From an optimization exercise on the open Yosys and OpenROAD flow, aimed at small area; shortcuts taken in it are not production practice. The RTL was checked by simulation tests, not by an equivalence proof against the original design. In runs 3 to 6 the design's own scripts or RTL, not TritonCTS, make the clock network. No driver is modelled on the clock port, so clock power and skew are understated where the tree is cut down; a real chip needs a root buffer or a tree. No activity file was given, so power comes from the tool's default toggle rates.

==> flow/design.v <==
`timescale 1ns/1ps
module uart_rx
(
    input wire clk,
    input wire data_in,
    input wire rst,
    output reg rx_ready,
    output wire busy,
    output reg frame_error,
    output reg [7:0] rx
);
reg [11:0] lfsr_q;      
localparam [11:0] POL = 12'hAAA;
wire [11:0] lfsr = lfsr_q ^ POL;
reg [3:0] bitno;
reg half;
reg [7:0] rx_shift;
wire idle = !bitno[3] && !bitno[2] && bitno[0];
wire in_start = !bitno[3] && bitno[2];
wire in_stop = !bitno[3] && !bitno[2] && !bitno[0];
wire half_end = (lfsr & 12'hEFD) == 12'h2F1;
wire [11:0] lfsr_next = {lfsr[10:0], ~(lfsr[11] ^ lfsr[0])};
wire mid = half_end && !half;                
wire stop_sample = mid && in_stop;
wire rx_load = stop_sample && data_in;
assign busy = !(idle && !half);
always @(posedge clk) begin
    if (idle || half_end)
        lfsr_q <= POL;
    else
        lfsr_q <= lfsr_next ^ POL;
    if (mid && bitno[3])
        rx_shift <= {data_in, rx_shift[7:1]};
    if (rx_load || rst)
        rx <= rx_shift & {8{~rst}};
    rx_ready <= !rst && rx_load;
    frame_error <= !rst && stop_sample && !data_in;
    half <= !rst && !idle && (half ^ half_end);
    if (rst)
        bitno <= 4'd1;
    else if (idle)
        bitno <= data_in ? 4'd1 : 4'd7;
    else if (half_end && half)
        bitno <= bitno + 4'd1;
    else if (mid && in_start && data_in)
        bitno <= 4'd1;                       
end
endmodule
`timescale 1ns/1ps
module uart_tx
(
    input wire clk,
    input wire rst,
    input wire start,
    input wire [7:0] data_in,
    output wire busy,
    output reg tx
);
reg [12:0] lfsr_q;      
localparam [12:0] POL = 13'h0AAA;
wire [12:0] lfsr = lfsr_q ^ POL;
reg [9:0] frame;
wire idle = (frame == 10'd0);
wire bit_end = (lfsr & 13'h17DB) == 13'h00CB;
wire [12:0] lfsr_next = {lfsr[11:0], ~(lfsr[12] ^ lfsr[9])};
assign busy = !idle;
always @(posedge clk) begin
    if (idle || bit_end)
        lfsr_q <= POL;
    else
        lfsr_q <= lfsr_next ^ POL;
    tx <= rst || idle || frame[0];
    if (rst)
        frame <= 10'd0;
    else if (idle) begin
        if (start)
            frame <= {1'b1, data_in, 1'b0};
    end else if (bit_end)
        frame <= {1'b0, frame[9:1]};
end
endmodule
`timescale 1ns/1ps
module uart #
(
    parameter BAUD_RATE = 9600,
    parameter CLOCK_FREQ = 50000000
)
(
    input wire clk,
    input wire rst,
    input wire start,
    input wire [7:0] tx_data_in,
    input wire rx_data_in,
    output wire busy_tx,
    output wire busy_rx,
    output wire rx_ready,
    output wire frame_error,
    output wire tx_data_out,
    output wire [7:0] rx_data_out
);
uart_rx receiver (
    .clk         (clk),
    .rst         (rst),
    .data_in     (rx_data_in),
    .rx          (rx_data_out),
    .frame_error (frame_error),
    .rx_ready    (rx_ready),
    .busy        (busy_rx)
);
uart_tx transmitter (
    .clk     (clk),
    .rst     (rst),
    .start   (start),
    .data_in (tx_data_in),
    .busy    (busy_tx),
    .tx      (tx_data_out)
);
endmodule
==> flow/flow/run.sh <==
#!/bin/bash
# Own layout flow: the standard ORFS flow (standard.sh) with three changes
# that only affect area:
#  - synthesis: the standard flow's script, but ABC maps for area instead of speed
#  - port buffers: sky130_fd_sc_hd__buf_1 on every input and output
#  - clock tree: clkbuf_4 buffers, no dummy loads
# Every tool's output goes to the ORFS logs under orfs/logs/, make's to flow.log.
set -euo pipefail
here=$(cd "$(dirname "${BASH_SOURCE[0]}")" && pwd)
work=$(pwd)
{
  echo "set my_abc_script $here/abc_area.script"
  cat "$here/abc_override.tcl"
  cat "$work/synth_recipe.tcl"
} > "$work/own_synth.tcl"
cts="-sink_clustering_enable -repair_clock_nets -sink_clustering_size 20 -sink_clustering_max_diameter 200 -buf_list sky130_fd_sc_hd__clkbuf_4 -dont_use_dummy_load"
bash "$work/standard.sh" \
  SYNTH_SCRIPT="$work/own_synth.tcl" \
  BUFFER_PORTS_ARGS="-buffer_cell sky130_fd_sc_hd__buf_1" \
  CTS_ARGS="$cts" \
  finish > "$work/flow.log" 2>&1
==> flow/flow/abc_area.script <==
strash
&get -n
&dch -f
&nf -a -R 1000
&put
topo
dnsize
==> flow/flow/abc_override.tcl <==
# Map with an area-oriented ABC script instead of ORFS's speed script
# (which buffers and upsizes for timing the 20 ns clock never needs).
proc abc {args} {
  global my_abc_script
  set i [lsearch -exact $args -script]
  if {$i >= 0} { set args [lreplace $args $i [expr {$i + 1}] -script $my_abc_script] }
  set j [lsearch -exact $args -D]
  if {$j >= 0} { set args [lreplace $args $j [expr {$j + 1}]] }
  yosys abc {*}$args
}
==> flow/standard.sh <==
#!/bin/bash
# synth_recipe.tcl (not shown) runs the flow's synth.tcl, then flattens the netlist and writes it again
# the make line also repeats each setting of config.mk as NAME=value (left out here)
make -C /OpenROAD-flow-scripts/flow DESIGN_CONFIG=/design/flow/config.mk WORK_HOME=/design/flow/orfs CLKGATE_MAP_FILE= SYNTH_SCRIPT=/design/flow/synth_recipe.tcl "${@:-finish}"
==> flow/config.mk <==
export PLATFORM = sky130hd
export DESIGN_NAME = uart
export DESIGN_NICKNAME = uart
export VERILOG_FILES = /design/flow/design.v
export SDC_FILE = /design/flow/constraint.sdc
export NUM_CORES = 4
export LEC_CHECK = 0
export CAP_MARGIN = 20
export CORE_MARGIN = 2
export CORE_UTILIZATION = 40
export SLEW_MARGIN = 20
==> flow/constraint.sdc <==
create_clock -name core_clock -period 20.0 [get_ports {clk}]
set_input_delay 4.0000 -clock core_clock [delete_from_list [all_inputs] [get_ports {clk}]]
set_output_delay 4.0000 -clock core_clock [all_outputs]
set_load 0.01 [all_outputs]
==> flow_metrics.env, run 1 <==
export IMPL_fillers=442
export IMPL_grt_pass1_vias=1218
export IMPL_grt_pass1_wl_um=5200
export IMPL_synthArstFlopShare=0
export IMPL_areaGrowthSynthToFinish_pct=13.0
export IMPL_synth_fp_nets=190
export IMPL_grt_use_total=0.131
export IMPL_finalHoldWorstSlack_ns=0.370
export IMPL_io_buffers=24
export IMPL_ctsHoldBuffers=0
export IMPL_ioPinCount=25
export IMPL_cp_end_kind="primary output"
export IMPL_slew_limit_headroom=0.598
export IMPL_synth_most_common_cell="dfxtp_1"
export IMPL_numCtsBuffers=9
export IMPL_cts_sinks=59
export IMPL_fp_coreArea_um2=4720
export IMPL_clkLatencyLatePin_ns=0.38
export IMPL_ys_top_cells_by_count="43 x dfxtp_1, 30 x nor2_1, 21 x nand2_1, 16 x edfxtp_1"
export IMPL_synth_top_area_share=0.437
export IMPL_ir_drop_v=0.0000390
export IMPL_ant_nets=0
export IMPL_ys_top_cells_by_area="dfxtp_1 44%, edfxtp_1 24%, nor2_1 5.7%"
export IMPL_synth_area_um2=1970
export IMPL_drc=0
export IMPL_worst_pin_slew_ns=0.597
export IMPL_gr_total_overflow=0
export IMPL_yosys_area_top_type="dfxtp_1"
export IMPL_clockBufferDepth=2
export IMPL_synth_warnings=2
export IMPL_p_leak_nw=0.782
export IMPL_clk_pin_slew_ns=0.09
export IMPL_hold_viol_final=0
export IMPL_worstSetupPathType="register to primary output"
export IMPL_cts_tree="built"
export IMPL_finalCritPeriodShare=0.292
export IMPL_num_nets_final=227
export IMPL_synth_cells=175
export IMPL_fin_worst_skew_ns=0.0215
export IMPL_maxSlewViolCount=0
export IMPL_via_per_inst=4.73
export IMPL_crit_fanout=11
export IMPL_worstPathArrival_ns=1.84
export IMPL_synth_cell_types=24
export IMPL_cts_resized=0
export IMPL_clockRootBuffer="clkbuf_4"
export IMPL_maxCapViolations=0
export IMPL_place_detailed_hpwl_um=2100
export IMPL_tns_ns=0
export IMPL_htree_levels=3
export IMPL_dieArea_um2=5500
export IMPL_grt_max_degree=28
export IMPL_status="finished clean"
export IMPL_fp_dieW_um=74.2
export IMPL_start_util=0.417
export IMPL_drtIter0Drc=76
export IMPL_avgRoutedWirePerCell_um=11.1
export IMPL_die_height_um=74.2
export IMPL_hold_path_class="register to register"
export IMPL_synth_edf_count=16
export IMPL_synth_flop_cell="dfxtp_1"
export IMPL_syn_avg_cell_area_um2=11.3
export IMPL_yosys_register_bits=59
export IMPL_antenna_found_initial=0
export IMPL_row_count=25
export IMPL_clock_fmax_ghz=0.171
export IMPL_power_density_nw_per_um2=119
export IMPL_routed_wl_um=3070
export IMPL_ys_seq_area_frac=0.681
export IMPL_fin_crit_ns=5.84
export IMPL_antenna_cells=0
export IMPL_post_cts_buffers=0
export IMPL_startpoint_type="register"
export IMPL_setup_viol=0
export IMPL_dr_pass1_iters=4
export IMPL_vias=1310
export IMPL_place_congestion=0.737
export IMPL_drive_gt1_frac=0.0524
export IMPL_rsz0062_at_grt="false"
export IMPL_cp_required_ns=16.00
critical path: stages, from the launching register on:
cell      delay (ns)
dfxtp_1         0.33
nor4_1          0.28
and3_1          0.42
clkinv_1        0.24
buf_1           0.18
area by class of cell:
type | instances | area [um^2] | share of cell area
clock buffer | 9 | 67.6 | 0.0304
inverter | 3 | 11.3 | 0.00506
multi-input combinational | 113 | 617 | 0.277
sequential | 59 | 1340 | 0.603
tap | 67 | 83.8 | 0.0377
timing repair buffer | 26 | 105 | 0.0472
worst paths after layout:
kind	from	end	slack (ns)	cells past startpoint
worst max-delay path	transmitter.frame[9]	busy_tx	14.16	4
worst min register to register	transmitter.lfsr_q[0]	transmitter.lfsr_q[1]	0.37	1
worst min-delay path	transmitter.lfsr_q[0]	transmitter.lfsr_q[1]	0.37	1
worst max register to register	transmitter.frame[9]	transmitter.frame[1]	17.29	8
through the flow:
step	utilization	total power [mW]	setup WS, ns	instance area (um^2)	cells
floorplan	-	0.196	14.91	1970	175
global placement	0.455	0.212	14.59	2150	267
detailed placement	0.455	0.212	14.60	2150	267
CTS	0.470	0.267	14.15	2220	276
global route	0.471	0.284	14.00	2230	277
finish	0.471	0.265	14.16	2230	277
cell families after synthesis:
family	count (synthesis)	share of synthesized area
AND/OR/NAND/NOR	83	0.199
flip-flops	59	0.681
AO/OA/AOI/OAI	21	0.0667
XOR/XNOR	4	0.0178
buffers and inverters	3	0.00572
adder cells (fa/ha/maj)	3	0.0191
multiplexers	2	0.0102
state kept, by name (all words and copies together), names as in the netlist:
register	flops
receiver.lfsr_q	12
receiver.rx	8
receiver.rx_shift	8
receiver.frame_error	1
transmitter.frame	10
receiver.bitno	4
transmitter.tx	1
receiver.rx_ready	1
transmitter.lfsr_q	13
receiver.half	1
report_power, final:
| group | switching [mW] | internal [mW] |
|---|---|---|
| sequential | 0.00973 | 0.141 |
| clock | 0.0334 | 0.0208 |
| combinational | 0.0374 | 0.0229 |
placed cells by master (no fill, tap or decap), drive strengths merged, types with 3 or more instances in the layout:
cell type	synthesis	layout
nand2	21	21
nor4b	3	3
a21oi	9	9
a211oi	8	8
and2	3	3
nor2b	9	9
nor2	30	30
nand3	5	5
ha	3	3
nor4	4	4
nand2b	3	3
edfxtp	16	16
xnor2	3	3
clkbuf	0	9
dfxtp	43	43
clkinv	3	3
buf	0	26
layer usage:
layer	routed length [um]	up-vias	track usage
li1	-	679	-
met1	1510	596	0.158
met2	1320	26	0.188
met3	145	9	0.0501
met4	88	0	0.103
met5	0	-	0
==> run 2, diff against run 1 <==
--- a/flow/design.v
+++ b/flow/design.v
@@ -6,5 +6,5 @@
     input wire rst,
-    output reg rx_ready,
+    output wire rx_ready,
     output wire busy,
-    output reg frame_error,
+    output wire frame_error,
     output reg [7:0] rx
@@ -16,3 +16,4 @@
 reg half;
-reg [7:0] rx_shift;
+reg [7:0] rx_shift_n;    
+reg stop_pulse;          
 wire idle = !bitno[3] && !bitno[2] && bitno[0];
@@ -25,2 +26,4 @@
 wire rx_load = stop_sample && data_in;
+assign rx_ready = stop_pulse && !rx_shift_n[7];
+assign frame_error = stop_pulse && rx_shift_n[7];
 assign busy = !(idle && !half);
@@ -31,8 +34,7 @@
         lfsr_q <= lfsr_next ^ POL;
-    if (mid && bitno[3])
-        rx_shift <= {data_in, rx_shift[7:1]};
+    if (mid && (bitno[3] || in_stop))
+        rx_shift_n <= {~data_in, rx_shift_n[7:1]};
     if (rx_load || rst)
-        rx <= rx_shift & {8{~rst}};
-    rx_ready <= !rst && rx_load;
-    frame_error <= !rst && stop_sample && !data_in;
+        rx <= ~rx_shift_n & {8{~rst}};
+    stop_pulse <= !rst && stop_sample;
     half <= !rst && !idle && (half ^ half_end);
==> run 2 against run 1 <==
Sequential power about the same. Synthesized area decreased by 1.7%. Critical path depth unchanged. Final cell count decreased by 5.4%. Design area decreased by 2.9%. Register-to-register slack got worse by 0.10 ns. Sequential share of layout area increased by 0.85 points. Wire length decreased by 2.4%. Highest routed layer unchanged.
==> flow_metrics.env, run 2 <==
export IMPL_top_regs="transmitter.lfsr_q: 13 flops, receiver.lfsr_q: 12 flops, transmitter.frame: 10 flops"
export IMPL_crit_start="transmitter.frame[9]"
export IMPL_tns_ns=0
export IMPL_synthAdderAreaFrac=0.0194
export IMPL_cp_slowest_stage_delay_ns=0.42
export IMPL_grt_use_total=0.135
export IMPL_worstPathArrival_ns=1.83
export IMPL_cp_end_kind="primary output"
export IMPL_synth_most_common_cell="dfxtp_1"
export IMPL_fillers=446
export IMPL_ioPinCount=25
export IMPL_grt_max_degree=27
export IMPL_cp_cell_sequence="nor4_1, and3_1, clkinv_1, buf_1"
export IMPL_hold_viol_final=0
export IMPL_worst_pin_slew_ns=0.976
export IMPL_finalCritPeriodShare=0.291
export IMPL_cpLargestDelayFamily="simple AND/OR/NAND/NOR gates"
export IMPL_reg2reg_from="transmitter.frame[9]"
export IMPL_r2r_slack_ns=17.19
export IMPL_synth_warnings=2
export IMPL_clkLatencyLatePin_ns=0.39
export IMPL_largest_reg_flops=13
export IMPL_drive_gt1_frac=0.0481
export IMPL_synth_flop_cell="dfxtp_1"
export IMPL_vias=1292
export IMPL_clockRootBuffer="clkbuf_4"
export IMPL_cp_required_ns=16.00
export IMPL_ys_top_cells_by_area="dfxtp_1 43%, edfxtp_1 25%, nor2_1 7.2%"
export IMPL_crit_cells=4
export IMPL_place_detailed_hpwl_um=2080
export IMPL_crit_path_top_delay_cell="and3_1"
export IMPL_rsz0062_at_grt="false"
export IMPL_setup_viol=0
export IMPL_place_congestion=0.723
export IMPL_drc=0
export IMPL_grt_pass1_vias=1200
export IMPL_slew_limit_headroom=0.347
export IMPL_cts_tree="built"
export IMPL_htree_levels=3
export IMPL_startpoint_type="register"
export IMPL_synth_cell_types=26
export IMPL_yosys_register_bits=58
export IMPL_ys_seq_area_frac=0.683
export IMPL_clock_fmax_ghz=0.172
export IMPL_wl_met2_um=1290
export IMPL_clockBufferDepth=2
export IMPL_reg2reg_to="transmitter.frame[0]"
export IMPL_ir_drop_v=0.0000436
export IMPL_syn_avg_cell_area_um2=11.1
export IMPL_ctsHoldBuffers=0
export IMPL_wl_met1_um=1450
export IMPL_top_layer_used="met4"
export IMPL_areaGrowthSynthToFinish_pct=11.7
export IMPL_fp_coreArea_um2=4690
export IMPL_cts_sinks=58
export IMPL_routed_wl_um=2990
export IMPL_yosys_area_top_type="dfxtp_1"
export IMPL_ff2ff_path_depth=7
export IMPL_maxSlewViolCount=0
export IMPL_path_buf_inv=2
export IMPL_antenna_found_initial=0
export IMPL_row_count=25
export IMPL_clk_pin_slew_ns=0.08
export IMPL_dieArea_um2=5410
export IMPL_grt_pass1_wl_um=5220
export IMPL_status="finished clean"
export IMPL_die_height_um=73.6
export IMPL_gr_total_overflow=0
export IMPL_synth_xor_xnor_area_share=0.0181
export IMPL_drtIter0Drc=55
export IMPL_dpl_instance_area_um2=2090
export IMPL_start_util=0.413
export IMPL_fin_crit_ns=5.83
export IMPL_endpoint="busy_tx"
export IMPL_final_common_cell="dfxtp_1"
export IMPL_power_density_nw_per_um2=121
export IMPL_post_cts_buffers=0
export IMPL_cts_resized=0
export IMPL_synthArstFlopShare=0
export IMPL_synth_top_family_by_area="simple AND/OR/NAND/NOR gates"
export IMPL_synth_cells=175
export IMPL_num_nets_final=225
export IMPL_synth_top_area_share=0.434
export IMPL_dr_pass1_iters=4
export IMPL_fin_util=0.461
export IMPL_fin_worst_skew_ns=0.0225
export IMPL_worstSetupPathType="register to primary output"
export IMPL_finalInstanceArea_um2=2160
export IMPL_dr_wl_met3_um=177
export IMPL_hold_path_class="register to register"
export IMPL_maxCapViolations=0
export IMPL_top_register="transmitter.lfsr_q"
export IMPL_synth_fp_nets=190
export IMPL_most_common_layout_cells="42 x dfxtp_1, 37 x nor2_1, 23 x buf_1"
export IMPL_synth_area_um2=1940
export IMPL_synthMuxAreaShare=0.0103
export IMPL_p_leak_nw=0.773
export IMPL_synth_compound_area_frac=0.0718
export IMPL_avgRoutedWirePerCell_um=11.4
export IMPL_fp_dieW_um=73.6
export IMPL_antenna_cells=0
export IMPL_ys_top_cells_by_count="42 x dfxtp_1, 37 x nor2_1, 22 x nand2_1, 16 x edfxtp_1, 9 x a21oi_1"
export IMPL_io_buffers=24
export IMPL_yosys_area_share_simple=0.190
export IMPL_crit_fanout=11
export IMPL_via_per_inst=4.93
export IMPL_ant_nets=0
export IMPL_synth_edf_count=16
export IMPL_numCtsBuffers=9
run 2: changes by cell type in the layout (fill, tap and decap cells not counted), moves of 2 or more:
cell and change:
nand2b_1 -2, buf_4 -2, nor2_1 +7, nor2b_1 -7
run 2: final cells by class:
cell class | instances | area, um^2 | share of cell area
Clock buffer | 9 | 67.6 | 0.0313
Inverter | 4 | 15.0 | 0.00694
Multi-Input combinational cell | 113 | 599 | 0.277
Sequential cell | 58 | 1320 | 0.611
Tap cell | 54 | 67.6 | 0.0313
Timing Repair Buffer | 24 | 91.3 | 0.0422
run 2: layer usage:
layer	vias to the layer above	track usage
met2	26	0.189
li1	681	-
met3	7	0.0796
met4	0	0.0788
met1	578	0.159
met5	-	0
run 2: worst reg2reg max path, cell delays in order, from the launching register on:
cell      delay, ns
dfxtp_1        0.33
nor4_1         0.28
and3_1         0.42
clkinv_1       0.24
and2_0         0.30
nor2_1         0.79
mux2i_1        0.27
nor2_1         0.05
run 2: kinds of logic after synthesis:
logic type | count (synthesis)
flops | 58
simple gates | 82
compound gates | 22
mux | 2
xor+xnor | 4
fa+ha+maj | 3
buf+inv | 4
run 2: power breakdown:
group	switching (mW)	leakage, nW	internal (mW)
clock	0.0335	0.0414	0.0208
combinational	0.0369	0.236	0.0213
sequential	0.00960	0.496	0.139
run 2: how the worst min path moves through the flow:
stage	slack [ns]	to	cells past startpoint	startpoint
finish	0.36	receiver.lfsr_q[9]	1	receiver.lfsr_q[8]
CTS	0.36	receiver.lfsr_q[9]	1	receiver.lfsr_q[8]
detailed placement	0.35	transmitter.lfsr_q[3]	1	transmitter.lfsr_q[2]
global placement	0.35	receiver.lfsr_q[9]	1	receiver.lfsr_q[8]
global route	0.37	transmitter.lfsr_q[3]	1	transmitter.lfsr_q[2]
floorplan	0.34	receiver.lfsr_q[9]	1	receiver.lfsr_q[8]
run 2: stage by stage:
| step | power [mW] | setup slack (ns) | hold slack, ns | instances |
|---|---|---|---|---|
| floorplan | 0.194 | 14.91 | 0.343 | 175 |
| global placement | 0.210 | 14.39 | 0.347 | 253 |
| CTS | 0.266 | 14.13 | 0.364 | 262 |
| finish | 0.261 | 14.17 | 0.364 | 262 |
| global route | 0.282 | 13.93 | 0.371 | 262 |
| detailed placement | 0.210 | 14.38 | 0.354 | 253 |
==> run 3, diff against run 2 <==
==> flow/flow/run.sh (replaced) <==
#!/bin/bash
# Own layout flow: the standard ORFS flow (standard.sh) with changes that
# only affect area:
#  - synthesis: the standard flow's script, but ABC maps for area instead of speed
#    (abc_override.tcl, abc_area.script); the flip-flops are mapped before
#    ABC runs, so they are the standard synthesis's
#  - port buffers: sky130_fd_sc_hd__buf_1 on every input and output
#  - clock tree: a flat tree of 4 buffers (clock_tree.tcl, run after CTS)
# Every tool's output goes to its ORFS log under orfs/logs/, make's to flow.log.
set -euo pipefail
here=$(cd "$(dirname "${BASH_SOURCE[0]}")" && pwd)
work=$(pwd)
{
  echo "set my_abc_script $here/abc_area.script"
  cat "$here/abc_override.tcl"
  cat "$work/synth_recipe.tcl"
} > "$work/own_synth.tcl"
bash "$work/standard.sh" \
  SYNTH_SCRIPT="$work/own_synth.tcl" \
  BUFFER_PORTS_ARGS="-buffer_cell sky130_fd_sc_hd__buf_1" \
  CTS_ARGS="-sink_clustering_enable -repair_clock_nets -buf_list sky130_fd_sc_hd__clkbuf_4 -dont_use_dummy_load" \
  POST_CTS_TCL="$here/clock_tree.tcl" \
  finish > "$work/flow.log" 2>&1
==> flow/flow/clock_tree.tcl (new file) <==
# POST_CTS hook: replace the clock tree that CTS built (a root buffer and 8
# leaf buffers) by a flat one: the clock port drives 4 buffers directly (the
# limit for the clock port), each feeding an equal share of the flip-flops,
# grouped by k-means on their placement.  All flip-flops sit one buffer from
# the clock port, so the tree adds no deliberate skew.
set ct_n    4
set ct_cell sky130_fd_sc_hd__buf_6

set block [ord::get_db_block]
set clk [$block findNet clk]

# flip-flop clock pins, wherever they hang in the current tree
set sinks {}
foreach inst [$block getInsts] {
  set it [$inst findITerm CLK]
  if {$it != "NULL" && [$it getNet] != "NULL"} { lappend sinks $it }
}
# remove every buffer and net of the current tree
set ::ct_old_insts {}
set ::ct_old_nets {}
proc walk {net} {
  global ct_old_insts ct_old_nets
  foreach it [$net getITerms] {
    if {[$it isInputSignal] && [[$it getInst] findITerm CLK] == "NULL"} {
      set inst [$it getInst]
      set m [[$inst getMaster] getName]
      if {[string match *clkbuf* $m] || [string match *clkinv* $m] || [string match *buf* $m]} {
        lappend ct_old_insts $inst
        foreach ot [$inst getITerms] {
          if {[$ot isOutputSignal] && [$ot getNet] != "NULL"} {
            lappend ct_old_nets [$ot getNet]
            walk [$ot getNet]
          }
        }
      }
    }
  }
}
walk $clk
foreach it $sinks { $it disconnect }
foreach inst $::ct_old_insts { odb::dbInst_destroy $inst }
foreach net $::ct_old_nets { if {[llength [$net getITerms]] == 0} { odb::dbNet_destroy $net } }
puts "clock_tree: [llength $sinks] sinks, removed [llength $::ct_old_insts] buffers"

# k-means on sink locations
set pts {}
foreach it $sinks {
  set b [[$it getInst] getBBox]
  lappend pts [list [expr {([$b xMin] + [$b xMax]) / 2.0}] [expr {([$b yMin] + [$b yMax]) / 2.0}]]
}
set pts_sorted [lsort -real -index 0 $pts]
set cents {}
for {set k 0} {$k < $ct_n} {incr k} {
  lappend cents [lindex $pts_sorted [expr {int(($k + 0.5) * [llength $pts] / $ct_n)}]]
}
for {set iter 0} {$iter < 50} {incr iter} {
  set assign {}
  foreach p $pts {
    set best 0; set bd 1e30
    for {set k 0} {$k < $ct_n} {incr k} {
      set c [lindex $cents $k]
      set d [expr {abs([lindex $p 0] - [lindex $c 0]) + abs([lindex $p 1] - [lindex $c 1])}]
      if {$d < $bd} { set bd $d; set best $k }
    }
    lappend assign $best
  }
  set new {}
  for {set k 0} {$k < $ct_n} {incr k} {
    set sx 0; set sy 0; set n 0
    foreach p $pts a $assign { if {$a == $k} { set sx [expr {$sx + [lindex $p 0]}]; set sy [expr {$sy + [lindex $p 1]}]; incr n } }
    if {$n > 0} { lappend new [list [expr {$sx / $n}] [expr {$sy / $n}]] } else { lappend new [lindex $cents $k] }
  }
  set cents $new
}
# balance: at most ceil(n/k) flip-flops per buffer, nearest centre first
set cap [expr {([llength $pts] + $ct_n - 1) / $ct_n}]
set order {}
set i 0
foreach p $pts {
  set ds {}
  foreach c $cents { lappend ds [expr {abs([lindex $p 0] - [lindex $c 0]) + abs([lindex $p 1] - [lindex $c 1])}] }
  set s [lsort -real $ds]
  lappend order [list $i [expr {[lindex $s 1] - [lindex $s 0]}] $ds]
  incr i
}
set load {}
for {set k 0} {$k < $ct_n} {incr k} { lappend load 0 }
set assign [lrepeat [llength $pts] 0]
foreach o [lsort -real -decreasing -index 1 $order] {
  set ds [lindex $o 2]
  set best -1; set bd 1e30
  for {set k 0} {$k < $ct_n} {incr k} {
    if {[lindex $load $k] < $cap && [lindex $ds $k] < $bd} { set bd [lindex $ds $k]; set best $k }
  }
  lset assign [lindex $o 0] $best
  lset load $best [expr {[lindex $load $best] + 1}]
}
for {set k 0} {$k < $ct_n} {incr k} {
  set sx 0; set sy 0; set n 0
  foreach p $pts a $assign { if {$a == $k} { set sx [expr {$sx + [lindex $p 0]}]; set sy [expr {$sy + [lindex $p 1]}]; incr n } }
  if {$n > 0} { lset cents $k [list [expr {$sx / $n}] [expr {$sy / $n}]] }
}
set master [[ord::get_db] findMaster $ct_cell]
for {set k 0} {$k < $ct_n} {incr k} {
  set inst [odb::dbInst_create $block $master clkbuf_flat_$k]
  set net [odb::dbNet_create $block clknet_flat_$k]
  $net setSigType CLOCK
  [$inst findITerm A] connect $clk
  [$inst findITerm X] connect $net
  set n 0
  foreach it $sinks a $assign { if {$a == $k} { $it connect $net; incr n } }
  set c [lindex $cents $k]
  $inst setLocation [expr {int([lindex $c 0])}] [expr {int([lindex $c 1])}]
  $inst setPlacementStatus PLACED
  puts "clock_tree: buffer $k drives $n flip-flops"
}
detailed_placement
estimate_parasitics -placement
report_clock_skew
==> run 3 against run 2 <==
Synthesized area stayed put. Design area down 1.0%. First-iteration DRC count up 1.8%. Maximum frequency is 4.6% higher. Critical path type unchanged. Critical endpoint unchanged.
==> flow_metrics.env, run 3 <==
export IMPL_clk_pin_slew_ns=0.09
export IMPL_die_height_um=73.6
export IMPL_synth_warnings=2
export IMPL_drc=0
export IMPL_cts_sinks=58
export IMPL_start_util=0.413
export IMPL_antenna_cells=0
export IMPL_yosys_register_bits=58
export IMPL_startpoint_type="register"
export IMPL_largest_reg_flops=13
export IMPL_cp_end_kind="primary output"
export IMPL_synth_top_area_share=0.434
export IMPL_synth_fp_nets=190
export IMPL_drtIter0Drc=56
export IMPL_synth_cell_types=26
export IMPL_place_detailed_hpwl_um=2080
export IMPL_synth_edf_count=16
export IMPL_cp_required_ns=16.00
export IMPL_routed_wl_um=2900
export IMPL_antenna_found_initial=0
export IMPL_power_density_nw_per_um2=117
export IMPL_dr_pass1_iters=4
export IMPL_grt_max_degree=27
export IMPL_synth_area_um2=1940
export IMPL_synth_most_common_cell="dfxtp_1"
export IMPL_ant_nets=0
export IMPL_grt_pass1_vias=1164
export IMPL_finalInstanceArea_um2=2140
export IMPL_setup_viol=0
export IMPL_p_leak_nw=0.756
export IMPL_finalPower_uw=250
export IMPL_io_buffers=24
export IMPL_yosys_area_top_type="dfxtp_1"
export IMPL_dp_cells=253
export IMPL_synthArstFlopShare=0
export IMPL_crit_fanout=11
export IMPL_status="finished clean"
export IMPL_row_count=25
export IMPL_synth_flop_cell="dfxtp_1"
export IMPL_gr_total_overflow=0
export IMPL_layout_cells_non_filler=257
export IMPL_worstPathArrival_ns=1.57
export IMPL_ys_top_cells_by_area="dfxtp_1 43%, edfxtp_1 25%, nor2_1 7.2%"
export IMPL_dpl_instance_area_um2=2090
export IMPL_fp_coreArea_um2=4690
export IMPL_final_common_cell="dfxtp_1"
export IMPL_clkLatencyLatePin_ns=0.13
export IMPL_grt_use_total=0.124
export IMPL_ys_top_cells_by_count="42 x dfxtp_1, 37 x nor2_1, 22 x nand2_1, 16 x edfxtp_1, 9 x a21oi_1"
export IMPL_synth_cells=175
export IMPL_dp_slack_ns=14.38
export IMPL_grt_pass1_wl_um=5070
export IMPL_place_congestion=0.723
export IMPL_fin_util=0.456
export IMPL_clock_fmax_ghz=0.180
export IMPL_worstSetupPathType="register to primary output"
export IMPL_maxCapViolations=0
export IMPL_vias=1277
export IMPL_finalCritPeriodShare=0.279
export IMPL_finalHoldWorstSlack_ns=0.372
export IMPL_ys_seq_area_frac=0.683
export IMPL_hold_path_class="register to register"
export IMPL_num_nets_final=220
export IMPL_top_register="transmitter.lfsr_q"
export IMPL_fin_worst_skew_ns=0.00982
export IMPL_dieArea_um2=5410
export IMPL_ioPinCount=25
export IMPL_ir_drop_v=0.0000450
export IMPL_via_per_inst=4.97
export IMPL_fin_crit_ns=5.57
export IMPL_top_regs="transmitter.lfsr_q: 13 flops, receiver.lfsr_q: 12 flops, transmitter.frame: 10 flops"
export IMPL_worst_pin_slew_ns=0.997
export IMPL_slew_limit_headroom=0.333
export IMPL_areaGrowthSynthToFinish_pct=10.5
export IMPL_setup_ws_ns=14.43
export IMPL_hold_viol_final=0
export IMPL_tns_ns=0
export IMPL_rsz0062_at_grt="false"
export IMPL_fp_dieW_um=73.6
export IMPL_drive_gt1_frac=0.0246
export IMPL_avgRoutedWirePerCell_um=11.3
export IMPL_maxSlewViolCount=0
export IMPL_syn_avg_cell_area_um2=11.1
export IMPL_most_common_layout_cells="42 x dfxtp_1, 37 x nor2_1, 23 x buf_1"
## run 3: worst max-delay path: stages, from the launching register on
cell and delay [ns]:
dfxtp_1 0.34, nor4_1 0.28, and3_1 0.42, clkinv_1 0.24, buf_1 0.17
## run 3: layout make-up
type / instances / area (um^2)
well taps: 54 / 67.6
fillers: 445 / 2550
plain buffers: 4 / 45.0
repair buffers: 24 / 91.3
multi-input cells: 113 / 599
flip-flops and latches: 58 / 1320
inverters: 4 / 15.0
## run 3: logic make-up (layout without fill, tap and decap cells)
family / Yosys count / in the layout / share of synthesized area
xor gates and xnor gates: 4 / 4 / 0.0181
buffers and inverters: 4 / 32 / 0.00775
AOI/OAI and AO/OA: 22 / 22 / 0.0718
DFF: 58 / 58 / 0.683
muxes: 2 / 2 / 0.0103
adders and majority gates: 3 / 3 / 0.0194
and+or+nand+nor: 82 / 82 / 0.190
## run 3: routing by layer
metal  share of wire  global-route usage  vias to the layer above
li1                -                   -                      666
met1            0.49               0.158                      578
met2            0.44               0.191                       27
met3           0.045              0.0343                        6
met4           0.023              0.0667                        0
met5               0                   0                        -
## run 3: worst paths after layout
check | startpoint | to | slack (ns) | cells past startpoint
worst max-delay path | transmitter.frame[9] | busy_tx | 14.43 | 4
worst min-delay path | transmitter.lfsr_q[2] | transmitter.lfsr_q[3] | 0.37 | 1
worst max register to register | transmitter.frame[9] | transmitter.frame[0] | 17.17 | 7
worst min register to register | transmitter.lfsr_q[2] | transmitter.lfsr_q[3] | 0.37 | 1
## run 3: report_power, final
part           total [mW]  internal, mW  leakage, nW  switching [mW]
sequential          0.149         0.139        0.496         0.00946
clock              0.0427        0.0160       0.0242          0.0266
combinational      0.0585        0.0213        0.236          0.0371
==> run 4, diff against run 3 <==
--- a/flow/design.v
+++ b/flow/design.v
@@ -11,2 +11,3 @@
 );
+localparam IDLE = 2'd0, START = 2'd1, DATA = 2'd2, STOP = 2'd3;
 reg [11:0] lfsr_q;      
@@ -14,9 +15,7 @@
 wire [11:0] lfsr = lfsr_q ^ POL;
-reg [3:0] bitno;
+reg [1:0] state;
 reg half;
-reg [7:0] rx_shift_n;    
+reg [8:0] shreg;
 reg stop_pulse;          
-wire idle = !bitno[3] && !bitno[2] && bitno[0];
-wire in_start = !bitno[3] && bitno[2];
-wire in_stop = !bitno[3] && !bitno[2] && !bitno[0];
+wire idle = (state == IDLE);
 wire half_end = (lfsr & 12'hEFD) == 12'h2F1;
@@ -24,6 +23,6 @@
 wire mid = half_end && !half;                
-wire stop_sample = mid && in_stop;
-wire rx_load = stop_sample && data_in;
-assign rx_ready = stop_pulse && !rx_shift_n[7];
-assign frame_error = stop_pulse && rx_shift_n[7];
+wire bit_end = half_end && half;
+wire stop_sample = mid && state == STOP;
+assign rx_ready = stop_pulse && shreg[8];
+assign frame_error = stop_pulse && !shreg[8];
 assign busy = !(idle && !half);
@@ -34,6 +33,10 @@
         lfsr_q <= lfsr_next ^ POL;
-    if (mid && (bitno[3] || in_stop))
-        rx_shift_n <= {~data_in, rx_shift_n[7:1]};
-    if (rx_load || rst)
-        rx <= ~rx_shift_n & {8{~rst}};
+    if (idle)
+        shreg <= 9'h100;
+    else if (mid && state[1])
+        shreg <= {data_in, shreg[8:1]};
+    if (rst)
+        rx <= 8'd0;
+    else if (stop_sample && data_in)
+        rx <= shreg[8:1];
     stop_pulse <= !rst && stop_sample;
@@ -41,9 +44,9 @@
     if (rst)
-        bitno <= 4'd1;
+        state <= IDLE;
     else if (idle)
-        bitno <= data_in ? 4'd1 : 4'd7;
-    else if (half_end && half)
-        bitno <= bitno + 4'd1;
-    else if (mid && in_start && data_in)
-        bitno <= 4'd1;                       
+        state <= data_in ? IDLE : START;
+    else if (mid && state == START && data_in)
+        state <= IDLE;                       
+    else if (bit_end && (state != DATA || shreg[0]))
+        state <= state + 2'd1;
 end
@@ -76,7 +79,5 @@
         frame <= 10'd0;
-    else if (idle) begin
-        if (start)
-            frame <= {1'b1, data_in, 1'b0};
-    end else if (bit_end)
-        frame <= {1'b0, frame[9:1]};
+    else
+        frame <= ({10{idle && start}} & {1'b1, data_in, 1'b0})
+               | (bit_end ? {1'b0, frame[9:1]} : frame);
 end
--- a/flow/flow/run.sh
+++ b/flow/flow/run.sh
@@ -4,4 +4,5 @@
 #  - synthesis: the standard flow's script, but ABC maps for area instead of speed
-#    (abc_override.tcl, abc_area.script); the flip-flops are mapped before
-#    ABC runs, so they are the standard synthesis's
+#    (abc_override.tcl, abc_area.script), and no half adders are extracted
+#    before ABC (ADDER_MAP_FILE empty); the flip-flops are mapped by the
+#    same dfflibmap step, so they are the standard synthesis's
 #  - port buffers: sky130_fd_sc_hd__buf_1 on every input and output
@@ -19,2 +20,3 @@
   SYNTH_SCRIPT="$work/own_synth.tcl" \
+  ADDER_MAP_FILE= \
   BUFFER_PORTS_ARGS="-buffer_cell sky130_fd_sc_hd__buf_1" \
==> flow/flow/abc_area.script (replaced) <==
strash
&get -n
&deepsyn -T 30
&dch -f
&nf -a -R 1000
&put
topo
dnsize
==> run 4 against run 3 <==
Sequential power fell by 8%. Largest cell class unchanged. First-iteration DRC count fell by 45%. Synthesized area fell by 8.5%. Synthesized cell count fell by 2.9%. Core utilization barely moved. Register-to-register slack got worse by 0.06 ns. Critical endpoint is now receiver.rx[3]. Clock skew fell by 0.0013 ns. Wire length rose by 4.2%. Still clean on timing, DRC and antenna. Flip-flop and latch count fell by 1. Global-route usage rose by 0.87 points.
==> flow_metrics.env, run 4 <==
export IMPL_grt_use_total=0.133
export IMPL_drc=0
export IMPL_ir_drop_v=0.0000620
export IMPL_fin_util=0.456
export IMPL_drive_gt1_frac=0.0202
export IMPL_clk_pin_slew_ns=0.09
export IMPL_syn_avg_cell_area_um2=10.4
export IMPL_via_per_inst=5.04
export IMPL_power_density_nw_per_um2=110
export IMPL_ys_top_cells_by_count="57 x dfxtp_1, 33 x nand2_1, 22 x nor2_1, 17 x a22o_1, 8 x a22oi_1"
export IMPL_ant_nets=0
export IMPL_fp_dieW_um=70.6
export IMPL_synthArstFlopShare=0
export IMPL_combPwrFrac=0.178
export IMPL_clock_fmax_ghz=0.183
export IMPL_rsz0062_at_grt="false"
export IMPL_layout_cells_non_filler=250
export IMPL_cellInternalPower_uw=158
export IMPL_start_util=0.410
export IMPL_most_common_layout_cells="57 x dfxtp_1, 33 x nand2_1, 24 x buf_1"
export IMPL_synth_fp_nets=182
export IMPL_synth_cells=170
export IMPL_finalPower_uw=217
export IMPL_synth_cell_types=23
export IMPL_tns_ns=0
export IMPL_worstSetupPathType="primary input to register"
export IMPL_antenna_found_initial=0
export IMPL_place_detailed_hpwl_um=2250
export IMPL_maxSlewViolCount=0
export IMPL_finalHoldWorstSlack_ns=0.363
export IMPL_yosys_register_bits=57
export IMPL_grt_pass1_wl_um=5260
export IMPL_ff2ff_path_depth=8
export IMPL_crit_fanout=9
export IMPL_io_buffers=24
export IMPL_top_register="transmitter.lfsr_q"
export IMPL_synth_edf_count=0
export IMPL_synth_most_common_cell="dfxtp_1"
export IMPL_worstPathArrival_ns=5.52
export IMPL_p_sw_uw=59.5
export IMPL_status="finished clean"
export IMPL_seqPwrFrac=0.629
export IMPL_cts_sinks=57
export IMPL_power_frac_clock=0.192
export IMPL_synth_warnings=2
export IMPL_die_height_um=70.6
export IMPL_synth_area_um2=1770
export IMPL_synth_top_area_share=0.644
export IMPL_hold_depth=1
export IMPL_routed_wl_um=3020
export IMPL_gr_total_overflow=0
export IMPL_slew_limit_headroom=0.435
export IMPL_dr_pass1_iters=4
export IMPL_row_count=24
export IMPL_drtIter0Drc=31
export IMPL_fillers=419
export IMPL_dp_cells=246
export IMPL_fin_worst_skew_ns=0.00850
export IMPL_avgRoutedWirePerCell_um=12.1
export IMPL_clkLatencyLatePin_ns=0.12
export IMPL_ys_top_cells_by_area="dfxtp_1 64%, a22o_1 8.4%, nand2_1 7.0%"
export IMPL_r2r_slack_ns=17.11
export IMPL_fin_crit_ns=5.45
export IMPL_dieArea_um2=4980
export IMPL_p_leak_nw=0.752
export IMPL_p_sw_frac=0.274
export IMPL_largest_reg_flops=13
export IMPL_antenna_cells=0
export IMPL_num_nets_final=212
export IMPL_top_regs="transmitter.lfsr_q: 13 flops, receiver.lfsr_q: 12 flops, transmitter.frame: 10 flops"
export IMPL_finalCritPeriodShare=0.273
export IMPL_setup_viol=0
export IMPL_vias=1260
export IMPL_startpoint_type="primary input"
export IMPL_cp_required_ns=20.07
export IMPL_ys_seq_area_frac=0.644
export IMPL_grt_pass1_vias=1207
export IMPL_areaGrowthSynthToFinish_pct=11.3
export IMPL_hold_path_class="register to register"
export IMPL_cp_end_kind="register"
export IMPL_fp_coreArea_um2=4320
export IMPL_ioPinCount=25
export IMPL_hold_viol_final=0
export IMPL_final_common_cell="dfxtp_1"
export IMPL_synth_flop_cell="dfxtp_1"
export IMPL_grt_max_degree=16
export IMPL_place_congestion=0.789
export IMPL_yosys_area_top_type="dfxtp_1"
export IMPL_worst_pin_slew_ns=0.845
export IMPL_maxCapViolations=0
[run 4: cell count changes after synthesis, moves of 2 or more]
cell,delta
dfxtp_1,+15
a211oi_1,-8
mux2i_1,-2
a22o_1,+17
nand3_1,-2
edfxtp_1,-16
a21oi_1,-8
nand2_1,+11
ha_1,-3
nor2_1,-15
a22oi_1,+8
[run 4: final cells by class]
type	instances	area [um^2]	share of cell area
Multi-Input combinational cell	110	619	0.314
Inverter	3	11.3	0.00571
Tap cell	52	65.1	0.0330
Timing Repair Buffer	24	90.1	0.0457
Buffer	4	45.0	0.0228
Sequential cell	57	1140	0.579
[run 4: final timing paths]
check / from / to
worst max-delay path: rst / receiver.rx[3]
worst min-delay path: receiver.lfsr_q[8] / receiver.lfsr_q[9]
worst max register to register: receiver.lfsr_q[9] / receiver.rx[3]
worst min register to register: receiver.lfsr_q[8] / receiver.lfsr_q[9]
[run 4: kinds of logic after synthesis]
family / Yosys count / share of synthesized area
AOI/OAI and AO/OA: 30 / 0.137
DFF: 57 / 0.644
and+or+nand+nor: 77 / 0.198
xor gates and xnor gates: 3 / 0.0148
buffers and inverters: 3 / 0.00636
[run 4: power groups by stage]
stage / sequential, mW / combinational [mW] / clock, mW
after global routing: 0.139 / 0.0444 / 0.0480
after detailed placement: 0.139 / 0.0393 / 0
after global placement: 0.138 / 0.0388 / 0
final: 0.137 / 0.0388 / 0.0418
after floorplan: 0.137 / 0.0283 / 0
[run 4: routing by layer]
layer,global-route usage,part of all wire,vias up,routed length (um)
met3,0.0513,0.058,5,174
met5,0,0,-,0
met2,0.214,0.45,33,1370
met1,0.162,0.47,571,1420
li1,-,-,651,-
met4,0.0524,0.019,0,56
[run 4: critical path, stage by stage]
cell      delay [ns]
buf_1           0.29
clkinv_1        0.13
and3_1          0.19
and2_0          0.28
nor2_1          0.42
a22o_1          0.20
[run 4: stage by stage]
step	setup slack (ns)	instance area, um^2
3_3_place_gp	14.48	1930
5_1_grt	14.33	1970
6_report	14.55	1970
3_5_place_dp	14.41	1930
2_1_floorplan	14.99	1770
==> run 5, diff against run 4 <==
--- a/flow/design.v
+++ b/flow/design.v
@@ -20,3 +20,4 @@
 wire idle = (state == IDLE);
-wire half_end = (lfsr & 12'hEFD) == 12'h2F1;
+localparam [11:0] LFSR_INIT = 12'hA9C;
+wire half_end = (lfsr & 12'hB37) == 12'h337;
 wire [11:0] lfsr_next = {lfsr[10:0], ~(lfsr[11] ^ lfsr[0])};
@@ -30,3 +31,3 @@
     if (idle || half_end)
-        lfsr_q <= POL;
+        lfsr_q <= LFSR_INIT ^ POL;
     else
@@ -68,4 +69,5 @@
 wire idle = (frame == 10'd0);
-wire bit_end = (lfsr & 13'h17DB) == 13'h00CB;
-wire [12:0] lfsr_next = {lfsr[11:0], ~(lfsr[12] ^ lfsr[9])};
+localparam [12:0] LFSR_INIT = 13'h0358;
+wire bit_end = (lfsr & 13'h173B) == 13'h133B;
+wire [12:0] lfsr_next = {lfsr[11:0], ~(lfsr[12] ^ lfsr[0])};
 assign busy = !idle;
@@ -73,3 +75,3 @@
     if (idle || bit_end)
-        lfsr_q <= POL;
+        lfsr_q <= LFSR_INIT ^ POL;
     else
==> flow/flow/abc_area.script (replaced) <==
strash
&get -n
&deepsyn -T 30
&dch -f
&nf -a -R 1000
&put
mfs3 -ae
topo
dnsize
==> run 5 against run 4 <==
Core utilization up 0.17 points. Total power increased by 9.3%. Maximum frequency is 1.7% higher. Critical path depth shrank 2. Register-to-register slack improved by 0.09 ns. Worst setup slack improved by 0.093 ns. Global-route usage rose by 0.50 points. Synthesized area decreased by 0.35%. Clock power up 2%. Critical path type is now register to primary output. Largest cell class unchanged.
==> flow_metrics.env, run 5 <==
export IMPL_reg2reg_from="receiver.lfsr_q[9]"
export IMPL_place_congestion=0.768
export IMPL_antenna_cells=0
export IMPL_p_leak_nw=0.793
export IMPL_reg2reg_to="receiver.rx[6]"
export IMPL_fp_coreArea_um2=4290
export IMPL_clkLatencyLatePin_ns=0.12
export IMPL_dieArea_um2=4960
export IMPL_via_per_inst=5.00
export IMPL_slew_limit_headroom=0.553
export IMPL_multi_input_area_um2=613
export IMPL_ys_seq_area_frac=0.646
export IMPL_worst_pin_slew_ns=0.668
export IMPL_antenna_found_initial=0
export IMPL_crit_start="transmitter.frame[6]"
export IMPL_ys_top_cells_by_count="57 x dfxtp_1, 32 x nand2_1, 27 x nor2_1, 16 x a22o_1, 8 x a22oi_1"
export IMPL_status="finished clean"
export IMPL_die_height_um=70.4
export IMPL_areaGrowthSynthToFinish_pct=11.3
export IMPL_largest_reg_flops=13
export IMPL_ant_nets=0
export IMPL_fillers=433
export IMPL_synth_top_area_share=0.646
export IMPL_dp_cells=249
export IMPL_drtIter0Drc=64
export IMPL_start_util=0.411
export IMPL_setup_viol=0
export IMPL_fin_crit_ns=5.36
export IMPL_hold_path_class="register to register"
export IMPL_clock_fmax_ghz=0.187
export IMPL_ys_top_cells_by_area="dfxtp_1 65%, a22o_1 7.9%, nand2_1 6.8%"
export IMPL_top_regs="transmitter.lfsr_q: 13 flops, receiver.lfsr_q: 12 flops, transmitter.frame: 10 flops"
export IMPL_synth_warnings=2
export IMPL_ir_drop_v=0.0000536
export IMPL_rsz0062_at_grt="false"
export IMPL_finalHoldWorstSlack_ns=0.370
export IMPL_avgRoutedWirePerCell_um=12.1
export IMPL_synth_cells=173
export IMPL_min_from="transmitter.lfsr_q[7]"
export IMPL_finalPower_uw=237
export IMPL_finalCritPeriodShare=0.268
export IMPL_cp_end_kind="primary output"
export IMPL_drc=0
export IMPL_finalInstanceArea_um2=1970
export IMPL_synthArstFlopShare=0
export IMPL_tns_ns=0
export IMPL_vias=1264
export IMPL_worstPathArrival_ns=1.36
export IMPL_yosys_area_top_type="dfxtp_1"
export IMPL_wl_met2_um=1430
export IMPL_grt_pass1_vias=1241
export IMPL_synth_fp_nets=185
export IMPL_endpoint="busy_tx"
export IMPL_worstSetupPathType="register to primary output"
export IMPL_power_density_nw_per_um2=121
export IMPL_synth_area_um2=1770
export IMPL_hold_depth=1
export IMPL_dpl_instance_area_um2=1920
export IMPL_top_layer_used="met4"
export IMPL_wl_met1_um=1430
export IMPL_maxCapViolations=0
export IMPL_ff_latch_area_um2=1140
export IMPL_routed_wl_um=3060
export IMPL_final_common_cell="dfxtp_1"
export IMPL_fp_dieW_um=70.4
export IMPL_fin_worst_skew_ns=0.00925
export IMPL_hold_viol_final=0
export IMPL_dr_pass1_iters=4
export IMPL_most_common_layout_cells="57 x dfxtp_1, 32 x nand2_1, 27 x nor2_1"
export IMPL_clk_pin_slew_ns=0.09
export IMPL_cp_required_ns=16.00
export IMPL_synth_cell_types=22
export IMPL_grt_use_total=0.138
export IMPL_top_register="transmitter.lfsr_q"
export IMPL_synth_edf_count=0
export IMPL_synth_flop_cell="dfxtp_1"
export IMPL_layout_cells_non_filler=253
export IMPL_grt_pass1_wl_um=5440
export IMPL_io_buffers=24
export IMPL_startpoint_type="register"
export IMPL_r2r_slack_ns=17.20
export IMPL_place_detailed_hpwl_um=2260
export IMPL_grt_max_degree=16
export IMPL_drive_gt1_frac=0.0199
export IMPL_row_count=24
export IMPL_cts_sinks=57
export IMPL_num_nets_final=215
export IMPL_maxSlewViolCount=0
export IMPL_crit_fanout=5
export IMPL_syn_avg_cell_area_um2=10.2
export IMPL_gr_total_overflow=0
export IMPL_dr_wl_met3_um=148
export IMPL_ff2ff_path_depth=10
export IMPL_yosys_register_bits=57
export IMPL_ioPinCount=25
export IMPL_synth_most_common_cell="dfxtp_1"
==> run 5: critical path, cell delays in order (launching register included) <==
cell      delay, ns
dfxtp_1        0.33
nor4_1         0.29
and3_1         0.29
clkinv_1       0.16
buf_1          0.16
==> run 5: power breakdown <==
part | internal [mW] | switching, mW
combinational | 0.0174 | 0.0290
clock | 0.0160 | 0.0265
sequential | 0.137 | 0.0120
total | 0.170 | 0.0674
==> run 5: metal layers <==
| metal | GRT usage | vias to the layer above |
|---|---|---|
| met3 | 0.0361 | 6 |
| met4 | 0.0641 | 0 |
| li1 | - | 649 |
| met2 | 0.232 | 24 |
| met5 | 0 | - |
| met1 | 0.163 | 585 |
==> run 5: stage by stage <==
step                      setup slack [ns]   util
final                                14.64  0.458
after global routing                 14.50  0.458
after floorplan                      15.06      -
after detailed placement             14.58  0.447
after global placement               14.72  0.447
==> run 5: cells by family (layout without fill, tap and decap cells) <==
| group | count (synthesis) | count (layout) | synth area share |
|---|---|---|---|
| AOI/OAI and AO/OA | 29 | 29 | 0.129 |
| xor gates and xnor gates | 3 | 3 | 0.0149 |
| buffers and inverters | 3 | 31 | 0.00638 |
| DFF | 57 | 57 | 0.646 |
| and+or+nand+nor | 81 | 81 | 0.203 |
==> run 5: worst min-delay path by stage <==
stage          slack [ns]                     to
6_report             0.37  transmitter.lfsr_q[8]
5_1_grt              0.39  transmitter.lfsr_q[7]
3_5_place_dp         0.35  transmitter.lfsr_q[7]
3_3_place_gp         0.35  transmitter.lfsr_q[8]
2_1_floorplan        0.34     receiver.lfsr_q[4]
==> run 5: area by class of cell <==
cell class	count	share of cell area
multi-input cells	113	0.312
plain buffers	4	0.0229
inverters	3	0.00573
flip-flops and latches	57	0.581
repair buffers	24	0.0458
well taps	52	0.0331
==> run 6, diff against run 5 <==
--- a/flow/flow/run.sh
+++ b/flow/flow/run.sh
@@ -8,3 +8,3 @@
 #  - port buffers: sky130_fd_sc_hd__buf_1 on every input and output
-#  - clock tree: a flat tree of 4 buffers (clock_tree.tcl, run after CTS)
+#  - clock tree: a flat tree of 2 buffers (clock_tree.tcl, run after CTS)
 # Every tool's output goes to its ORFS log under orfs/logs/, make's to flow.log.
--- a/flow/flow/clock_tree.tcl
+++ b/flow/flow/clock_tree.tcl
@@ -1,8 +1,8 @@
 # POST_CTS hook: replace the clock tree that CTS built (a root buffer and 8
-# leaf buffers) by a flat one: the clock port drives 4 buffers directly (the
-# limit for the clock port), each feeding an equal share of the flip-flops,
+# leaf buffers) by a flat one: the clock port drives 2 buffers directly (the
+# limit for the clock port is 4), each feeding half of the flip-flops,
 # grouped by k-means on their placement.  All flip-flops sit one buffer from
 # the clock port, so the tree adds no deliberate skew.
-set ct_n    4
-set ct_cell sky130_fd_sc_hd__buf_6
+set ct_n    2
+set ct_cell sky130_fd_sc_hd__buf_12
 
==> run 6 against run 5 <==
Via count shrank 0.47%. Final cell count fell by 0.79%. Sequential share of layout area grew 0.15 points. Hold slack better by 0.0036 ns. Core utilization shrank 0.12 points. Die area did not move. Highest routed layer unchanged. Synthesized cell count unchanged. Wire length is 1.0% lower.
==> flow_metrics.env, run 6 <==
export IMPL_cts_sinks=57
export IMPL_status="finished clean"
export IMPL_crit_fanout=5
export IMPL_maxSlewViolCount=0
export IMPL_via_per_inst=5.01
export IMPL_start_util=0.411
export IMPL_fp_coreArea_um2=4290
export IMPL_dr_pass1_iters=4
export IMPL_fp_dieW_um=70.4
export IMPL_synth_edf_count=0
export IMPL_synth_fp_nets=185
export IMPL_grt_max_degree=30
export IMPL_largest_reg_flops=13
export IMPL_gr_total_overflow=0
export IMPL_yosys_area_top_type="dfxtp_1"
export IMPL_hold_path_class="register to register"
export IMPL_antenna_found_initial=0
export IMPL_reg2reg_from="receiver.lfsr_q[9]"
export IMPL_drive_gt1_frac=0.0101
export IMPL_grt_use_total=0.131
export IMPL_reg2reg_to="receiver.rx[1]"
export IMPL_dieArea_um2=4960
export IMPL_synth_most_common_cell="dfxtp_1"
export IMPL_row_count=24
export IMPL_finalCritPeriodShare=0.268
export IMPL_num_nets_final=213
export IMPL_maxCapViolations=0
export IMPL_antenna_cells=0
export IMPL_die_height_um=70.4
export IMPL_cp_required_ns=16.00
export IMPL_ff2ff_path_depth=10
export IMPL_synthArstFlopShare=0
export IMPL_drc=0
export IMPL_clk_pin_slew_ns=0.10
export IMPL_dpl_instance_area_um2=1920
export IMPL_slew_limit_headroom=0.534
export IMPL_clock_fmax_ghz=0.187
export IMPL_ant_nets=0
export IMPL_ys_top_cells_by_count="57 x dfxtp_1, 32 x nand2_1, 27 x nor2_1, 16 x a22o_1, 8 x a22oi_1"
export IMPL_tns_ns=0
export IMPL_final_common_cell="dfxtp_1"
export IMPL_r2r_slack_ns=17.19
export IMPL_most_common_layout_cells="57 x dfxtp_1, 32 x nand2_1, 27 x nor2_1"
export IMPL_p_leak_nw=0.787
export IMPL_startpoint_type="register"
export IMPL_synth_cells=173
export IMPL_fin_crit_ns=5.36
export IMPL_drtIter0Drc=76
export IMPL_finalHoldWorstSlack_ns=0.374
export IMPL_grt_pass1_wl_um=5340
export IMPL_worst_pin_slew_ns=0.697
export IMPL_power_density_nw_per_um2=121
export IMPL_hold_viol_final=0
export IMPL_areaGrowthSynthToFinish_pct=11.1
export IMPL_ir_drop_v=0.0000514
export IMPL_avgRoutedWirePerCell_um=12.1
export IMPL_synth_top_area_share=0.646
export IMPL_fin_worst_skew_ns=0.00183
export IMPL_cp_end_kind="primary output"
export IMPL_setup_viol=0
export IMPL_worstSetupPathType="register to primary output"
export IMPL_syn_avg_cell_area_um2=10.2
export IMPL_ioPinCount=25
export IMPL_ys_top_cells_by_area="dfxtp_1 65%, a22o_1 7.9%, nand2_1 6.8%"
export IMPL_ys_seq_area_frac=0.646
export IMPL_min_from="transmitter.lfsr_q[7]"
export IMPL_hold_path_end="transmitter.lfsr_q[8]"
export IMPL_top_regs="transmitter.lfsr_q: 13 flops, receiver.lfsr_q: 12 flops, transmitter.frame: 10 flops"
export IMPL_yosys_register_bits=57
export IMPL_grt_pass1_vias=1229
export IMPL_clkLatencyLatePin_ns=0.14
export IMPL_rsz0062_at_grt="false"
export IMPL_synth_area_um2=1770
export IMPL_io_buffers=24
export IMPL_place_detailed_hpwl_um=2260
export IMPL_top_register="transmitter.lfsr_q"
export IMPL_place_congestion=0.768
export IMPL_synth_cell_types=22
export IMPL_synth_flop_cell="dfxtp_1"
export IMPL_routed_wl_um=3030
export IMPL_vias=1258
export IMPL_worstPathArrival_ns=1.36
export IMPL_synth_warnings=2
export IMPL_hold_depth=1
export IMPL_finalInstanceArea_um2=1960
export IMPL_fillers=425
[run 6: cell counts after synthesis]
No cell type changed its count.
[run 6: how the worst max path moves through the flow]
stage	from	to	slack, ns	depth (start not counted)
finish	transmitter.frame[2]	busy_tx	14.64	4
detailed placement	rst	receiver.rx[1]	14.58	5
global placement	rst	receiver.rx[1]	14.72	5
floorplan	transmitter.frame[2]	busy_tx	15.06	3
global route	transmitter.frame[2]	busy_tx	14.53	4
[run 6: final cells by class]
type	instances	area (um^2)	area share
Buffer	2	40.0	0.0204
Inverter	3	11.3	0.00574
Multi-Input combinational cell	113	613	0.313
Sequential cell	57	1140	0.582
Tap cell	52	65.1	0.0332
Timing Repair Buffer	24	90.1	0.0459
[run 6: per-stage QoR]
step	setup WS (ns)	instances	total power [mW]	util
after floorplan	15.06	173	0.183	-
after global routing	14.53	251	0.254	0.457
final	14.64	251	0.238	0.457
after global placement	14.72	249	0.195	0.447
after detailed placement	14.58	249	0.198	0.447
[run 6: worst max-delay path, stage by stage, from the launching register on]
cell	delay (ns)
dfxtp_1	0.34
nor4_1	0.29
and3_1	0.28
clkinv_1	0.16
buf_1	0.16
[run 6: where the power goes]
group	internal [mW]	total, mW	switching, mW
Combinational	0.0174	0.0464	0.0289
Clock	0.0163	0.0430	0.0267
Sequential	0.136	0.148	0.0120
Total	0.170	0.238	0.0676
[run 6: kinds of logic (layout without fill, tap and decap cells)]
logic type,count (synthesis),count (layout),synth area share
xor+xnor,3,3,0.0149
buf+inv,3,29,0.00638
simple gates,81,81,0.203
compound gates,29,29,0.129
flops,57,57,0.646
[run 6: per-layer routing]
| layer | vias up | GRT usage | share of wire |
|---|---|---|---|
| met5 | - | 0 | 0 |
| met4 | 0 | 0.0385 | 0.0093 |
| met3 | 2 | 0.0231 | 0.041 |
| met2 | 21 | 0.235 | 0.47 |
| met1 | 589 | 0.161 | 0.48 |
| li1 | 646 | - | - |

static timing again, ports no longer ideal:
The results above use ideal ports. As a check the final layouts listed here were re-extracted and re-timed, cells and wires unchanged.
Step 1, drivers: a clkbuf_16 drives clk and a buf_2 each remaining input, both assumed.
Step 2 moves the port delays by t, midway between the first and last clock arrival at a register: inputs arrive t later, outputs are due t later. That takes back most of the time a late clock gives input paths.
a / b / c = no drivers / after step 1 / after step 2; a / b = the first two.
| run | t, ns | setup slack, ns | worst setup path after step 2 | slew at the worst register clock pin (ns) | pins driven straight from the clock port |
|---|---|---|---|---|---|
| run 1 | 0.394 | 14.160 / 14.138 / 14.533 | register to output | 0.09 / 0.09 | 1 |
| run 2 | 0.400 | 14.172 / 14.148 / 14.548 | register to output | 0.09 / 0.09 | 1 |
| run 3 | 0.179 | 14.430 / 14.372 / 14.551 | register to output | 0.10 / 0.10 | 4 |
| run 4 | 0.174 | 14.549 / 14.581 / 14.407 | input to register | 0.09 / 0.09 | 4 |
| run 5 | 0.175 | 14.642 / 14.585 / 14.536 | input to register | 0.09 / 0.09 | 4 |
| run 6 | 0.182 | 14.640 / 14.592 / 14.530 | input to register | 0.10 / 0.10 | 2 |
After both steps setup and hold are still met in every run listed. For run 4, which loses most, drivers alone change the setup slack by +0.032 ns; drivers and shift together by -0.142 ns.
